This is an optimization exercise on Yosys and OpenROAD, whose aim is small area and a short achievable clock period, not a production implementation. At most, simulation tests tie the RTL to the original design; equivalence was not proved. Power figures rest on the tool's default switching activity, not on a simulated workload.

Setup of job 101:
## sigmoid8_pla
module sigmoid8_pla #(
    parameter WIDTH = 16,
    parameter SLICES = 8,
    parameter FP = 12
) (
    input wire clk,
    input wire rst,
    input wire signed [WIDTH - 1:0] x,
    output wire [WIDTH - 1:0] y
);
For scale: about 560 cells after synthesis, about 88 flip-flops, roughly 5300 um2 of cells after synthesis.
Settings: LEC_CHECK=0, ABC_CLOCK_PERIOD_IN_PS=2000, CAP_MARGIN=20, CORE_MARGIN=2, CORE_UTILIZATION=40, SETUP_SLACK_MARGIN=3.0, SLEW_MARGIN=20; clock period 5.5 ns.
run.sh (not shown) runs the stock make flow with config.mk's settings and CLKGATE_MAP_FILE= SYNTH_SCRIPT=/design/flow/synth_recipe.tcl, a recipe that flattens the netlist after the stock synthesis.
Job 101 reached the end of the flow, and the finished layout is clean on the timing, design-rule and antenna checks.
Modified inputs, job 102 compared to job 101
# job 101
export LEC_CHECK = 0
export ABC_CLOCK_PERIOD_IN_PS = 2000
export CAP_MARGIN = 20
export CORE_MARGIN = 2
export CORE_UTILIZATION = 40
export SETUP_SLACK_MARGIN = 3.0
export SLEW_MARGIN = 20
create_clock -name core_clock -period 5.5 [get_ports {clk}]
# job 102
export LEC_CHECK = 0
export ABC_CLOCK_PERIOD_IN_PS = 1500
export CAP_MARGIN = 20
export CORE_MARGIN = 2
export CORE_UTILIZATION = 40
export SETUP_SLACK_MARGIN = 3.3
export SLEW_MARGIN = 20
create_clock -name core_clock -period 5.5 [get_ports {clk}]
### Flow results
- Job 101 → job 102: sequential share of layout area decreased by 1.4 points relative to the old numbers, proportion of power drawn by combinational gates increased by 0.6 points relative to the old numbers, total chip power increased by about 2.8% relative to the old numbers, core utilization increased by 2.8 points relative to the old numbers.
- Side by side, maximum net fanout on the critical path turned out higher in job 102 than in job 101.
- The static power due to leakage in job 102 was higher than what job 101 gave.
- Final critical-path share of the clock period across job 101 and job 102: no real change.
Function was not checked in any run of this note: the RTL went through the layout flow alone.

lane 1:
The RTL this note starts from:
==> flow/design.v <==
module sigmoid8_pla #(
    parameter WIDTH = 16,
    parameter SLICES = 8,
    parameter FP = 12
) (
    input wire clk,
    input wire rst,
    input wire signed [WIDTH - 1:0] x,
    output wire [WIDTH - 1:0] y
);
    localparam [64*13-1:0] TTAB = {13'd1181, 13'd1181, 13'd1181, 13'd1181, 13'd313, 13'd314, 13'd546, 13'd546, 13'd177, 13'd177, 13'd180, 13'd177, 13'd97, 13'd97, 13'd97, 13'd97, 13'd8189, 13'd8190, 13'd34, 13'd34, 13'd11, 13'd11, 13'd8191, 13'd11, 13'd0, 13'd0, 13'd0, 13'd0, 13'd0, 13'd0, 13'd0, 13'd0, 13'd4096, 13'd4096, 13'd4096, 13'd4096, 13'd4096, 13'd4096, 13'd4084, 13'd4096, 13'd4060, 13'd4060, 13'd4060, 13'd4060, 13'd4036, 13'd4037, 13'd3999, 13'd3999, 13'd3900, 13'd3900, 13'd3903, 13'd3900, 13'd3518, 13'd3518, 13'd3518, 13'd3518, 13'd3148, 13'd3149, 13'd2915, 13'd2915, 13'd2048, 13'd2048, 13'd2048, 13'd2048};
    reg [15:0] x_reg;
    always @(posedge clk) x_reg <= x;
    wire [9:0] r3lo = {1'b0, x_reg[8:0]} + {1'b0, x_reg[7:0], 1'b0};
    wire [4:0] r3hi = {2'b0, x_reg[11:9]} + {1'b0, x_reg[11:8]};
    reg [11:0] r_reg;
    reg [8:1] r3l_reg;
    reg [13:9] r3h_reg;
    reg        r3c_reg;
    reg [4:0]  q_reg;
    reg        z_reg;
    always @(posedge clk) begin
        r_reg   <= x_reg[11:0];
        r3l_reg <= r3lo[8:1];
        r3h_reg <= r3hi;
        r3c_reg <= r3lo[9];
        q_reg   <= x_reg[15:11];
        z_reg   <= ~|x_reg[10:0];
    end
    wire [13:0] r3 = {r3h_reg + {{(4){1'b0}}, r3c_reg}, r3l_reg, r_reg[0]};
    reg s23, s99, s369, s867;
    always @(*) begin
        s23 = 1'b0; s99 = 1'b0; s369 = 1'b0; s867 = 1'b0;
        case (q_reg)
            5'd20, 5'd21, 5'd22, 5'd9, 5'd10, 5'd11: s23 = 1'b1;
            5'd23, 5'd24, 5'd25, 5'd6, 5'd7, 5'd8: s99 = 1'b1;
            5'd26, 5'd27, 5'd28, 5'd3, 5'd4, 5'd5: s369 = 1'b1;
            5'd29, 5'd30, 5'd31, 5'd0, 5'd1, 5'd2: s867 = 1'b1;
            default: ;
        endcase
    end
    wire [12:0] tt = TTAB[{q_reg, z_reg}*13 +: 13];
    wire [11:0] nr = ~r_reg;
    wire [22:0] ta = ({23{s23}}  & {6'd0, r3, 3'd0}) |
                     ({23{s99}}  & {4'd0, r3, 5'd0}) |
                     ({23{s369}} & {2'd0, r3, 7'd0}) |
                     ({23{s867}} & {1'd0, r3, 8'd0}) |
                     {18'd0, s369, 3'b0, s23};
    wire [22:0] tb = ({23{s23}}  & {11'd0, nr}) |
                     ({23{s369}} & {7'd0, nr, 4'd0}) |
                     ({23{s867}} & {4'd0, r3, 5'd0});
    wire [22:0] tc = ({23{s99 | s867}} & {9'd0, r3}) |
                     ({23{s369}} & {11'd0, r_reg});
    wire [24:0] s1 = {2'b0, ta ^ tb ^ tc};
    wire [24:0] c1 = {1'b0, (ta & tb) | (ta & tc) | (tb & tc), 1'b0};
    wire [8:0] lo = {1'b0, s1[7:0]} + {1'b0, c1[7:0]};
    wire [16:0] u1 = s1[24:8];
    wire [16:0] u2 = c1[24:8];
    wire [16:0] u3 = {tt, {(4){1'b0}}};
    wire [16:0] us = u1 ^ u2 ^ u3;
    wire [16:0] uc = {(u1[15:0] & u2[15:0]) | (u1[15:0] & u3[15:0]) | (u2[15:0] & u3[15:0]), 1'b0};
    reg [16:0] hs_reg;
    reg [16:1] hc_reg;
    reg         lc_reg;
    always @(posedge clk) begin
        hs_reg <= us;
        hc_reg <= uc[16:1];
        lc_reg <= lo[8];
    end
    wire [16:0] ysum = hs_reg + {hc_reg, 1'b0} + {{(16){1'b0}}, lc_reg};
    reg [12:0] y_reg;
    always @(posedge clk or posedge rst) begin
        if (rst) y_reg <= 13'd0;
        else     y_reg <= ysum[16:4];
    end
    assign y = {3'b000, y_reg};
endmodule
==> flow/config.mk <==
export PLATFORM = sky130hd
export DESIGN_NAME = sigmoid8_pla
export DESIGN_NICKNAME = sigmoid8_pla
export VERILOG_FILES = /design/flow/design.v
export SDC_FILE = /design/flow/constraint.sdc
export NUM_CORES = 4
export LEC_CHECK = 0
export CAP_MARGIN = 20
export CORE_MARGIN = 2
export CORE_UTILIZATION = 55
export SETUP_SLACK_MARGIN = 3.3
export SLEW_MARGIN = 20
==> flow/constraint.sdc <==
create_clock -name core_clock -period 5.5 [get_ports {clk}]
set_input_delay 1.1000 -clock core_clock [delete_from_list [all_inputs] [get_ports {clk}]]
set_output_delay 1.1000 -clock core_clock [all_outputs]
set_load 0.01 [all_outputs]
standard.sh (not shown) runs the stock make flow with config.mk's settings and CLKGATE_MAP_FILE= SYNTH_SCRIPT=/design/flow/synth_recipe.tcl, a recipe that flattens the netlist after the stock synthesis.
==> flow/flow/run.sh <==
#!/bin/bash
# Own layout flow: the standard ORFS flow (standard.sh, unchanged synthesis),
# with a plain buffer on every port instead of the delay cells buffer_ports
# picks by default, and a clock tree with fewer, smaller buffers.
set -euo pipefail
export BUFFER_PORTS_ARGS="-buffer_cell ${OWN_PORT_BUF:-sky130_fd_sc_hd__buf_2}"
export CTS_ARGS="-sink_clustering_enable -repair_clock_nets -sink_clustering_size ${OWN_CTS_SIZE:-30} -sink_clustering_max_diameter ${OWN_CTS_DIAM:-80} -buf_list ${OWN_CTS_BUF:-sky130_fd_sc_hd__clkbuf_8} -dont_use_dummy_load"
bash standard.sh > standard_flow.log 2>&1
Here is what was changed in the inputs of lane 2 compared with lane 1.
Settings: swapping 55 for 65 in CORE_UTILIZATION; swapping 3.3 for 3.0 in SETUP_SLACK_MARGIN.
Notes after the runs:
Lane 2 ran to completion and came out clean on the timing, design-rule and antenna checks.
In the metrics for lane 1 and lane 2, the one carrying the higher buffers inserted during post-CTS setup optimization is lane 1.
On lane 2: share of total power in combinational logic is 0.9 points lower than what lane 1 gave.
The run with more routed wire is lane 1, not lane 2.
Changes in lane 3 relative to lane 2:
Settings: SETUP_SLACK_MARGIN now 3.3, was 3.0; CORE_UTILIZATION now 58, was 65.
==> flow/flow/run.sh <==
#!/bin/bash
# Own layout flow: the standard ORFS flow (standard.sh, unchanged synthesis),
# with a plain buffer on every port instead of the delay cells buffer_ports
# picks by default, and a clock tree with fewer, smaller buffers.
set -euo pipefail
export BUFFER_PORTS_ARGS="-buffer_cell ${OWN_PORT_BUF:-sky130_fd_sc_hd__buf_1}"
export CTS_ARGS="-sink_clustering_enable -repair_clock_nets -sink_clustering_size ${OWN_CTS_SIZE:-30} -sink_clustering_max_diameter ${OWN_CTS_DIAM:-80} -buf_list ${OWN_CTS_BUF:-sky130_fd_sc_hd__clkbuf_8} -dont_use_dummy_load"
bash standard.sh > standard_flow.log 2>&1
==> run summary <==
Delta (lane 3 minus lane 2): wire length on met3 now sits lower, required time at the endpoint of the critical path now larger, total wirelength of the detailed-routed design has increased, via count now sits higher, growth of design area from synthesis to finish rose 3.4 points. Delta (lane 3 minus lane 2): fmax now sits higher; antenna diode instance count now sits at about the same level; largest voltage drop on the vdd net now sits lower; number of tap cells added at floorplan now sits higher; non-clock buffer count now sits higher. For the critical path depth, lane 3 came in 1 lower than lane 2 did.
> inputs changed (lane 3 -> lane 4)
Settings: changing CORE_UTILIZATION from 58 to 65; setting ABC_AREA to 1 for the first time.
==> flow/flow/run.sh <==
#!/bin/bash
# Own layout flow: the standard ORFS flow (standard.sh, unchanged synthesis),
# with a plain buffer on every port instead of the delay cells buffer_ports
# picks by default, and a clock tree with fewer, smaller buffers.
set -euo pipefail
export BUFFER_PORTS_ARGS="-buffer_cell ${OWN_PORT_BUF:-sky130_fd_sc_hd__buf_2}"
export CTS_ARGS="-sink_clustering_enable -repair_clock_nets -sink_clustering_size ${OWN_CTS_SIZE:-30} -sink_clustering_max_diameter ${OWN_CTS_DIAM:-80} -buf_list ${OWN_CTS_BUF:-sky130_fd_sc_hd__clkbuf_8} -dont_use_dummy_load"
bash standard.sh > standard_flow.log 2>&1
==> comparison <==
Lane 4 reached the final stage; the timing, design-rule and antenna checks on its layout passed.
Utilization lane 3 -> lane 4: up
Sort lane 3 and lane 4 by sequential share of layout area desc -> top: lane 3
Changes observed in lane 4 relative to lane 3: mean number of vias per cell went down by about 2.7%, mux contribution to synthesized area -0.22 points.
Cell count: lane 4 vs lane 3 up 112
Lane 3 has a higher clock network power share than lane 4.
Between lane 3 and lane 4, growth of design area from synthesis to finish decreased.
Input-level comparison between lane 5 and lane 4:
Settings: a change of CORE_UTILIZATION from 65 to 61; a deleted ABC_AREA that had been 1.
Notes after the runs:
Number of standard cells in the layout, taps in and fillers out down 123 in lane 5 wrt lane 4. Delta (lane 5 minus lane 4): number of search-and-repair iterations in the first detailed-routing pass went up 2; number of instances in the placed design went down 117; final critical path time including I/O delays and setup went up 0.11 ns; final hold slack went up 0.0080 ns; via count of the first global-routing pass went down 929.

[afterwards: timing with drivers on the ports]
The results above use ideal ports. As a check the final layouts listed here were re-extracted and re-timed, cells and wires unchanged.
Step 1 (the two cells are an assumption about what drives the block):
set clk [get_ports {clk}]
set_driving_cell -lib_cell sky130_fd_sc_hd__clkbuf_16 $clk
set_driving_cell -lib_cell sky130_fd_sc_hd__buf_2 [delete_from_list [all_inputs] $clk]
Step 2, shift: input delay + t, output delay - t, t = (earliest + latest rising clock arrival at the registers) / 2. This alone moves slack from input paths to output paths.
a / b / c = no drivers / after step 1 / after step 2; a / b = the first two.
| run | shift t [ns] | setup WS [ns] | hold WS [ns] | worst setup path after step 2 | worst data-port slew with drivers (ns) |
|---|---|---|---|---|---|
| job 101 | 0.376 | 2.883 / 2.883 / 2.883 | 0.355 / 0.355 / 0.355 | register to register | 0.03 |
| job 102 | 0.390 | 2.878 / 2.878 / 2.878 | 0.349 / 0.349 / 0.349 | register to register | 0.03 |
| lane 1 | 0.360 | 3.311 / 3.311 / 3.311 | 0.378 / 0.378 / 0.378 | register to register | 0.03 |
| lane 2 | 0.366 | 3.018 / 3.018 / 3.018 | 0.386 / 0.386 / 0.386 | register to register | 0.03 |
| lane 3 | 0.379 | 3.288 / 3.288 / 3.288 | 0.400 / 0.400 / 0.400 | register to register | 0.03 |
| lane 4 | 0.365 | 3.371 / 3.371 / 3.371 | 0.381 / 0.381 / 0.381 | register to register | 0.03 |
| lane 5 | 0.373 | 3.265 / 3.265 / 3.265 | 0.389 / 0.389 / 0.389 | register to register | 0.03 |
After both steps every run listed still meets setup and hold.
